What follows belongs to an exercise in optimizing a design on an open flow for small area, a short achievable clock period and few clock cycles per item; a production flow would make more cautious choices. At most, simulation tests tie the RTL to the original design; equivalence was not proved. Power is estimated from default activity; no workload was simulated.

## Microprocessor
module Microprocessor(
    input [7:0] Instruction,
    input CLK_IN,
    input RST,
	input [3:0] SEL_REG,
    output [7:0] Read_Address,	 
    output [6:0] SEG1,   
	output [6:0] SEG2,	 
	output [6:0] SEG3,   
	output [6:0] SEG4,	 
	output [6:0] SEG5,   
	output [6:0] SEG6	 
    );
Size in the first run: about 1200 cells after synthesis, ~300 flip-flops, roughly 0.015 mm^2 of cells after synthesis.
export LEC_CHECK = 0
export CAP_MARGIN = 20
export CORE_MARGIN = 2
export CORE_UTILIZATION = 40
export CTS_BUF_LIST = sky130_fd_sc_hd__clkbuf_8
export CTS_CLUSTER_DIAMETER = 50
export CTS_CLUSTER_SIZE = 18
export SETUP_SLACK_MARGIN = 2
export SLEW_MARGIN = 20
create_clock -name core_clock -period 6.0 [get_ports {CLK_IN}]
standard.sh (not shown) runs the stock make flow with config.mk's settings and CLKGATE_MAP_FILE= SYNTH_SCRIPT=/design/flow/synth_recipe.tcl, a recipe that flattens the netlist after the stock synthesis.
==> flow/flow/run.sh <==
#!/bin/bash
# The standard layout (the standard.sh: unchanged synthesis, floorplan,
# placement, CTS, routing), with the port buffers that buffer_ports inserts
# made plain buffers instead of the default delay-cell buffers.
set -euo pipefail
export BUFFER_PORTS_ARGS="-buffer_cell sky130_fd_sc_hd__buf_2"
bash standard.sh > standard.log 2>&1
Testbench counts at the start, summed over its fixed seeds: cycles 6,109, instructions 6,109.
Then changed:
==> flow/run.sh (new file) <==
#!/bin/bash
# synth_recipe.tcl (not shown) runs the flow's synth.tcl, then flattens the netlist and writes it again
# the make line also repeats each setting of config.mk as NAME=value (left out here)
make -C /OpenROAD-flow-scripts/flow DESIGN_CONFIG=/design/flow/config.mk WORK_HOME=/design/flow/orfs CLKGATE_MAP_FILE= SYNTH_SCRIPT=/design/flow/synth_recipe.tcl finish
- ABC_CLOCK_PERIOD_IN_PS: unset -> 3000
- CTS_BUF_LIST: sky130_fd_sc_hd__clkbuf_8 -> unset
- CTS_CLUSTER_DIAMETER: 50 -> unset
- CTS_CLUSTER_SIZE: 18 -> unset
removed: flow/flow/run.sh
removed: flow/standard.sh
Outcome: Power goes up by 14%. Clock-buffer cell count grows by 13. Worst hold slack got worse by 15 ps. Non-clock buffer count went up by 13. Core utilization is higher by 2.8 points.

* * *

Microprocessor, a different RTL version from the one above (not shown whole).
Size: about 1500 cells after synthesis, ~64 I/O pins, roughly 16000 um2 of cells after synthesis.
Design Microprocessor, start of the top module:
module Microprocessor(
    input [7:0] Instruction,
    input CLK_IN,
    input RST,
	input [3:0] SEL_REG,
    output [7:0] Read_Address,	 
    output [6:0] SEG1,   
	output [6:0] SEG2,	 
	output [6:0] SEG3,   
	output [6:0] SEG4,	 
	output [6:0] SEG5,   
	output [6:0] SEG6	 
    );
Settings: LEC_CHECK=0, CAP_MARGIN=20, CORE_MARGIN=2, CORE_UTILIZATION=40, SETUP_SLACK_MARGIN=2.5, SLEW_MARGIN=20; clock period 6.0 ns.
==> flow/flow/run.sh <==
#!/bin/bash
# The standard layout (the standard.sh: unchanged synthesis, floorplan,
# placement, CTS, routing), with the port buffers that buffer_ports inserts
# made plain buffers instead of the default delay-cell buffers.
set -euo pipefail
export BUFFER_PORTS_ARGS="-buffer_cell sky130_fd_sc_hd__buf_2"
bash standard.sh > standard.log 2>&1
The starting point completed without violations.
Change:
SETUP_SLACK_MARGIN = 2   (was 2.5)
Outcome: Wire length shrinks by a few percent; area after synthesis stays the same; power shrinks by a few percent; setup slack is worse by 79 ps; cell count shrinks by a few percent; core utilization shrinks by 4.8 points.
Change:
SETUP_SLACK_MARGIN = 3   (was 2)
What happened:
- design area rises by 15%
- hold slack degrades by 53 ps
- routed wire length went up by 11%
- worst setup slack gets better by 18 ps
- synthesized cell count stays the same
- total power went up by about 5%
- first-iteration DRC count drops by 5.3%
- combinational power rises by 30%
- non-clock buffer count came out higher by 129
- critical path depth grows by 7
No functional check of the RTL was part of any run of this note.

* * *

Setup of willow:
Microprocessor with an RTL version that a note above also has.
For scale: roughly 0.015 mm2 of cells after synthesis.
Settings: LEC_CHECK=0, CAP_MARGIN=20, CORE_MARGIN=2, CORE_UTILIZATION=40, SETUP_SLACK_MARGIN=3, SLEW_MARGIN=20; clock period 6.0 ns.
run.sh (not shown) runs the stock make flow with config.mk's settings and CLKGATE_MAP_FILE= SYNTH_SCRIPT=/design/flow/synth_recipe.tcl, a recipe that flattens the netlist after the stock synthesis.
Stock flow here: none of the scripts above is used.
willow finished every stage and its layout cleared the timing, DRC and antenna checks.
Testbench counts of willow, summed over its fixed seeds: cycles 6,109, instructions 6,109.
Input changes introduced in zinc (baseline for comparison: willow):
Settings: putting CTS_BUF_LIST at sky130_fd_sc_hd__clkbuf_8 where nothing was set; swapping 3 for 1.8 in SETUP_SLACK_MARGIN.
==> flow/flow/run.sh (new file) <==
#!/bin/bash
# The standard layout (the standard.sh: unchanged synthesis, floorplan,
# placement, CTS, routing), with the port buffers that buffer_ports inserts
# made plain buffers instead of the default delay-cell buffers.
set -euo pipefail
export BUFFER_PORTS_ARGS="-buffer_cell sky130_fd_sc_hd__buf_2"
bash standard.sh > standard.log 2>&1
==> flow/standard.sh (new file) <==
#!/bin/bash
# synth_recipe.tcl (not shown) runs the flow's synth.tcl, then flattens the netlist and writes it again
# the make line also repeats each setting of config.mk as NAME=value (left out here)
make -C /OpenROAD-flow-scripts/flow DESIGN_CONFIG=/design/flow/config.mk WORK_HOME=/design/flow/orfs CLKGATE_MAP_FILE= SYNTH_SCRIPT=/design/flow/synth_recipe.tcl "${@:-finish}"
removed: flow/run.sh
[summary]
- Summary of zinc over willow: vias per cell saw a decrease, via count saw a decrease.
- Between zinc and willow, it is zinc whose post-place instance area is lower, by about 4%.
- Sequential share of layout area in zinc vs willow: up 7.9 points
- zinc vs. willow: total power of the final layout decreased by about 16% relative to the old numbers; fraction of power consumed by the clock network higher.
Inputs modified between zinc and fjord:
Settings: swapping 1.8 for 2 in SETUP_SLACK_MARGIN; clearing CTS_BUF_LIST, which used to be sky130_fd_sc_hd__clkbuf_8.
==> flow/flow/run.sh <==
#!/bin/bash
# The standard layout (standard.sh), with the standard synthesis run
# unchanged first. The layout steps then run with:
#  - plain buffers (buf_2) on the ports instead of delay-cell buffers,
#  - timing repair allowed to change a cell's footprint (sky130hd's
#    config.mk restricts the floorplan and CTS repairs to same-footprint
#    swaps).
set -euo pipefail
bash standard.sh synth > synth.log 2>&1
bash standard.sh "BUFFER_PORTS_ARGS=-buffer_cell sky130_fd_sc_hd__buf_2" MATCH_CELL_FOOTPRINT=0 finish > layout.log 2>&1
Results
- Both conditions hold for fjord: the flow ran to the end and the final layout passed the timing, DRC and antenna checks.
- Against zinc, fjord comes in 171 higher on initial DRC count.
- fjord vs zinc on via count of the first global-routing pass: fjord is the higher one.
- Fraction of the cycle the final worst path needs on fjord is down relative to zinc.
- fjord and zinc ended up with nearly the same average cell area after synthesis.
- When fjord is measured against zinc, its first-pass GRT wire length turns out 340 um higher.
- [compare] base=zinc new=fjord: relative area of non-clock buffer cells in the final design now sits higher, total iterations of the first detailed-routing run picked up an extra 1.
- fjord leaves more setup margin than zinc.
- Sequential share of cell area down 2.8 points in fjord wrt zinc
- Re clock share of power: fjord and zinc aren't equal, and the lower value belongs to zinc.
- Run comparison: fjord slowest cell on the critical path sky130_fd_sc_hd__o41a_1; zinc slowest cell on the critical path sky130_fd_sc_hd__mux4_2
- In fjord relative to zinc, final cell count had gone up slightly.
## Diff of input files: delta against fjord
Settings: setting CTS_BUF_LIST to sky130_fd_sc_hd__clkbuf_8 for the first time.
==> flow/flow/run.sh <==
#!/bin/bash
# The standard layout (the standard.sh: unchanged synthesis, floorplan,
# placement, CTS, routing), with the port buffers that buffer_ports inserts
# made plain buffers instead of the default delay-cell buffers.
set -euo pipefail
export BUFFER_PORTS_ARGS="-buffer_cell sky130_fd_sc_hd__buf_2"
bash standard.sh > standard.log 2>&1
==> comparison <==
Looking at total power across both flows, delta is the stronger of the two, with fjord trailing.
Count of buffers not belonging to the clock network in the layout (fjord / delta): 1.3
Fraction of met1 tracks used by global routing, fjord and delta: smaller value in delta
After detailed routing, fjord needs more wire than delta.

* * *

wip/tundra:
Another version of the RTL of Microprocessor (not shown whole).
Size: roughly 1100 cells after synthesis, about 300 flip-flops, roughly 64 I/O pins, ~0.015 mm^2 of cells after synthesis.
==> flow/config.mk <==
export PLATFORM = sky130hd
export DESIGN_NAME = Microprocessor
export DESIGN_NICKNAME = Microprocessor
export VERILOG_FILES = /design/flow/design.v
export SDC_FILE = /design/flow/constraint.sdc
export NUM_CORES = 4
export LEC_CHECK = 0
export CAP_MARGIN = 20
export CORE_MARGIN = 2
export CORE_UTILIZATION = 40
export CTS_BUF_LIST = sky130_fd_sc_hd__clkbuf_8
export CTS_CLUSTER_DIAMETER = 50
export CTS_CLUSTER_SIZE = 18
export SETUP_SLACK_MARGIN = 2.4
export SLEW_MARGIN = 20
==> flow/constraint.sdc <==
create_clock -name core_clock -period 6.0 [get_ports {CLK_IN}]
set_input_delay 1.2000 -clock core_clock [delete_from_list [all_inputs] [get_ports {CLK_IN}]]
set_output_delay 1.2000 -clock core_clock [all_outputs]
set_load 0.01 [all_outputs]
standard.sh (not shown) runs the stock make flow with config.mk's settings and CLKGATE_MAP_FILE= SYNTH_SCRIPT=/design/flow/synth_recipe.tcl, a recipe that flattens the netlist after the stock synthesis.
==> flow/flow/run.sh <==
#!/bin/bash
# The standard layout (the standard.sh: unchanged synthesis, floorplan,
# placement, CTS, routing), with the port buffers that buffer_ports inserts
# made plain buffers instead of the default delay-cell buffers.
set -euo pipefail
export BUFFER_PORTS_ARGS="-buffer_cell sky130_fd_sc_hd__buf_2"
bash standard.sh > standard.log 2>&1
Testbench counts of wip/tundra, summed over its fixed seeds: cycles 6,109, instructions 6,109.
[inputs] wip/delta vs wip/tundra
# wip/tundra
export LEC_CHECK = 0
export CAP_MARGIN = 20
export CORE_MARGIN = 2
export CORE_UTILIZATION = 40
export CTS_BUF_LIST = sky130_fd_sc_hd__clkbuf_8
export CTS_CLUSTER_DIAMETER = 50
export CTS_CLUSTER_SIZE = 18
export SETUP_SLACK_MARGIN = 2.4
export SLEW_MARGIN = 20
create_clock -name core_clock -period 6.0 [get_ports {CLK_IN}]
# wip/delta
export LEC_CHECK = 0
export CAP_MARGIN = 20
export CORE_MARGIN = 2
export CORE_UTILIZATION = 50
export CTS_BUF_LIST = sky130_fd_sc_hd__clkbuf_8
export CTS_CLUSTER_DIAMETER = 50
export CTS_CLUSTER_SIZE = 18
export PLACE_DENSITY = 0.65
export SETUP_SLACK_MARGIN = 2
export SLEW_MARGIN = 20
create_clock -name core_clock -period 6.0 [get_ports {CLK_IN}]
## What came out
No stage failed in wip/delta, and the final checks on the layout all came back clean. A launch point of the worst path of SEL_REG[1] is what wip/tundra shows, while SEL_REG[3] belongs to wip/delta. Power consumption for wip/delta is lower than for wip/tundra. Run comparison: wip/delta uppermost layer routed met5; wip/tundra uppermost layer routed met4. wip/tundra has higher critical path depth than wip/delta. Summary of wip/delta over wip/tundra: final critical-path required period moved up, worst-margin pin slew level, peak ir drop on the vdd network moved up.
Setup changes, wip/delta to wip/zinc
# wip/delta
export LEC_CHECK = 0
export CAP_MARGIN = 20
export CORE_MARGIN = 2
export CORE_UTILIZATION = 50
export CTS_BUF_LIST = sky130_fd_sc_hd__clkbuf_8
export CTS_CLUSTER_DIAMETER = 50
export CTS_CLUSTER_SIZE = 18
export PLACE_DENSITY = 0.65
export SETUP_SLACK_MARGIN = 2
export SLEW_MARGIN = 20
create_clock -name core_clock -period 6.0 [get_ports {CLK_IN}]
# wip/zinc
export LEC_CHECK = 0
export CAP_MARGIN = 20
export CORE_MARGIN = 2
export CORE_UTILIZATION = 40
export CTS_BUF_LIST = sky130_fd_sc_hd__clkbuf_8
export CTS_CLUSTER_DIAMETER = 50
export CTS_CLUSTER_SIZE = 18
export SETUP_SLACK_MARGIN = 2.6
export SLEW_MARGIN = 20
export SYNTH_HIERARCHICAL = 1
create_clock -name core_clock -period 6.0 [get_ports {CLK_IN}]
Findings:
Taking wip/delta as the reference, in wip/zinc xor and xnor fraction of the mapped netlist area shrank by 0.72 points, clock power grew by about 8%, number of filler instances in the final layout grew by 974, worst slack at placement shrank by 86 ps, inverter count grew by 18. Taking wip/zinc over wip/delta, the total clock buffers created by CTS ratio works out to 1.07. wip/delta → wip/zinc: switching share of power has increased; die area has increased.
Inputs modified between wip/zinc and wip/willow:
# wip/zinc
export LEC_CHECK = 0
export CAP_MARGIN = 20
export CORE_MARGIN = 2
export CORE_UTILIZATION = 40
export CTS_BUF_LIST = sky130_fd_sc_hd__clkbuf_8
export CTS_CLUSTER_DIAMETER = 50
export CTS_CLUSTER_SIZE = 18
export SETUP_SLACK_MARGIN = 2.6
export SLEW_MARGIN = 20
export SYNTH_HIERARCHICAL = 1
create_clock -name core_clock -period 6.0 [get_ports {CLK_IN}]
# wip/willow
export LEC_CHECK = 0
export CAP_MARGIN = 20
export CORE_MARGIN = 2
export CORE_UTILIZATION = 40
export CTS_BUF_LIST = sky130_fd_sc_hd__clkbuf_8
export CTS_CLUSTER_DIAMETER = 50
export CTS_CLUSTER_SIZE = 18
export SETUP_SLACK_MARGIN = 2
export SLEW_MARGIN = 20
export SYNTH_HIERARCHICAL = 1
create_clock -name core_clock -period 6.0 [get_ports {CLK_IN}]
Findings:
- Compared with wip/zinc, wip/willow shows a higher sequential share of cell area.
- The via count of wip/willow falls short of that of wip/zinc by 699.
- wip/willow -> wip/zinc: cell count after synthesis delta 0, exact match
- For clock distribution area overhead in the final layout, wip/willow and wip/zinc come out practically identical.
Edits applied to the flow inputs when going from wip/willow to wip/harbor:
# wip/willow
export LEC_CHECK = 0
export CAP_MARGIN = 20
export CORE_MARGIN = 2
export CORE_UTILIZATION = 40
export CTS_BUF_LIST = sky130_fd_sc_hd__clkbuf_8
export CTS_CLUSTER_DIAMETER = 50
export CTS_CLUSTER_SIZE = 18
export SETUP_SLACK_MARGIN = 2
export SLEW_MARGIN = 20
export SYNTH_HIERARCHICAL = 1
create_clock -name core_clock -period 6.0 [get_ports {CLK_IN}]
# wip/harbor
export LEC_CHECK = 0
export CAP_MARGIN = 20
export CORE_MARGIN = 2
export CORE_UTILIZATION = 40
export CTS_BUF_LIST = sky130_fd_sc_hd__clkbuf_8
export CTS_CLUSTER_DIAMETER = 50
export CTS_CLUSTER_SIZE = 18
export SETUP_SLACK_MARGIN = 2
export SLEW_MARGIN = 20
create_clock -name core_clock -period 6.0 [get_ports {CLK_IN}]
==> flow/flow/run.sh <==
#!/bin/bash
# The standard layout (standard.sh), with the standard synthesis run
# unchanged first. The layout steps then run with:
#  - plain buffers (buf_2) on the ports instead of delay-cell buffers,
#  - timing repair allowed to change a cell's footprint (sky130hd's
#    config.mk restricts the floorplan and CTS repairs to same-footprint
#    swaps).
set -euo pipefail
bash standard.sh synth > synth.log 2>&1
bash standard.sh "BUFFER_PORTS_ARGS=-buffer_cell sky130_fd_sc_hd__buf_2" MATCH_CELL_FOOTPRINT=0 finish > layout.log 2>&1
Notes after the runs:
In the tables for wip/harbor and wip/willow, number of post-CTS setup repair buffers reads higher with wip/harbor.
Between wip/harbor and wip/willow, it is wip/harbor whose met3 wirelength from detailed routing is higher, by about 4%.
A critical path launch point of SEL_REG[2] is what wip/harbor shows, while SEL_REG[1] belongs to wip/willow.
wip/harbor vs wip/willow — shortest period the worst path allows rose 36 ps.
The critical path endpoint comes out SEG5[3] in one run and SEG6[0] in the other, namely in wip/harbor and wip/willow respectively.
Summary: with wip/willow as the reference, cell area after layout in wip/harbor moved down by a little under 10%.
The number of DRC violations after detailed-routing iteration 0 of wip/harbor is lower than that of wip/willow.
Clock skew (lower): wip/harbor

* * *

Starting RTL as in the previous note.
clock: 6.0 ns
lec_check: 0
cap_margin: 20
core_margin: 2
core_utilization: 40
cts_buf_list: sky130_fd_sc_hd__clkbuf_8
cts_cluster_diameter: 50
cts_cluster_size: 18
gpl_routability_driven: 0
setup_slack_margin: 2
slew_margin: 20
==> flow/flow/run.sh <==
#!/bin/bash
# The standard layout (the standard.sh: unchanged synthesis, floorplan,
# placement, CTS, routing), with the port buffers that buffer_ports inserts
# made plain buffers instead of the default delay-cell buffers.
set -euo pipefail
export BUFFER_PORTS_ARGS="-buffer_cell sky130_fd_sc_hd__buf_2"
bash standard.sh > standard.log 2>&1
Testbench counts at the start, summed over its fixed seeds: cycles 6,109, instructions 6,109.
Edit:
- GPL_ROUTABILITY_DRIVEN: 0 -> unset
What happened:
- The changed run went through all stages and came out clean
- clock skew stays the same
- cell count stays the same
- register-to-register slack barely changes
- critical path depth stays the same
- final area does not change
- non-clock buffer count is unchanged
- first-iteration DRC count does not change
- utilization is unchanged
- area after synthesis is unchanged
- wire length does not change
- global-route usage is unchanged

-- separate check: timing with driven ports --
How much do the figures lean on ideal ports? The routed layouts below were timed once more, with nothing changed but the port constraints.
Step 1, drivers: a clkbuf_16 drives CLK_IN and a buf_2 each remaining input, both assumed.
Step 2 moves the port delays by t, midway between the first and last clock arrival at a register: inputs arrive t later, outputs are due t later. That takes back most of the time a late clock gives input paths.
a / b / c = no drivers / after step 1 / after step 2; a / b = the first two.
run | shift t [ns] | slack for setup (ns) | worst hold slack (ns) | latest minus earliest clock arrival (ns)
the first run of note 1 | 0.685 | 1.973 / 1.929 / 1.325 | 0.531 / 0.531 / 0.531 | 0.039 / 0.038
the second run of note 1 | 0.582 | 1.964 / 1.931 / 1.444 | 0.517 / 0.517 / 0.517 | 0.040 / 0.040
the first run of note 2 | 0.580 | 2.110 / 2.058 / 1.478 | 0.573 / 0.573 / 0.573 | 0.027 / 0.026
the second run of note 2 | 0.631 | 2.031 / 2.029 / 1.399 | 0.605 / 0.605 / 0.605 | 0.035 / 0.035
the third run of note 2 | 0.622 | 2.050 / 2.023 / 1.401 | 0.552 / 0.552 / 0.552 | 0.030 / 0.030
willow | 0.643 | 1.832 / 1.786 / 1.461 | 0.521 / 0.521 / 0.521 | 0.018 / 0.018
zinc | 0.639 | 1.839 / 1.856 / 1.217 | 0.528 / 0.528 / 0.528 | 0.051 / 0.051
fjord | 0.571 | 1.940 / 1.878 / 1.377 | 0.555 / 0.555 / 0.555 | 0.024 / 0.024
delta | 0.652 | 1.972 / 1.912 / 1.394 | 0.525 / 0.525 / 0.525 | 0.039 / 0.038
wip/tundra | 0.644 | 1.952 / 1.903 / 1.677 | 0.610 / 0.610 / 0.610 | 0.021 / 0.022
wip/delta | 0.641 | 1.946 / 1.882 / 1.421 | 0.612 / 0.612 / 0.612 | 0.027 / 0.027
wip/zinc | 0.677 | 2.058 / 2.008 / 1.653 | 0.614 / 0.614 / 0.614 | 0.031 / 0.030
wip/willow | 0.680 | 2.016 / 1.973 / 1.421 | 0.592 / 0.592 / 0.592 | 0.033 / 0.032
wip/harbor | 0.631 | 1.979 / 1.938 / 1.439 | 0.606 / 0.606 / 0.606 | 0.024 / 0.024
the first run of note 5 | 0.638 | 1.981 / 1.930 / 1.423 | 0.613 / 0.613 / 0.613 | 0.028 / 0.028
the second run of note 5 | 0.638 | 1.981 / 1.930 / 1.423 | 0.613 / 0.613 / 0.613 | 0.028 / 0.028
After both steps every run listed still meets setup and hold. For the third run of note 2, which loses most, drivers alone change the setup slack by -0.027 ns; drivers and shift together by -0.649 ns.
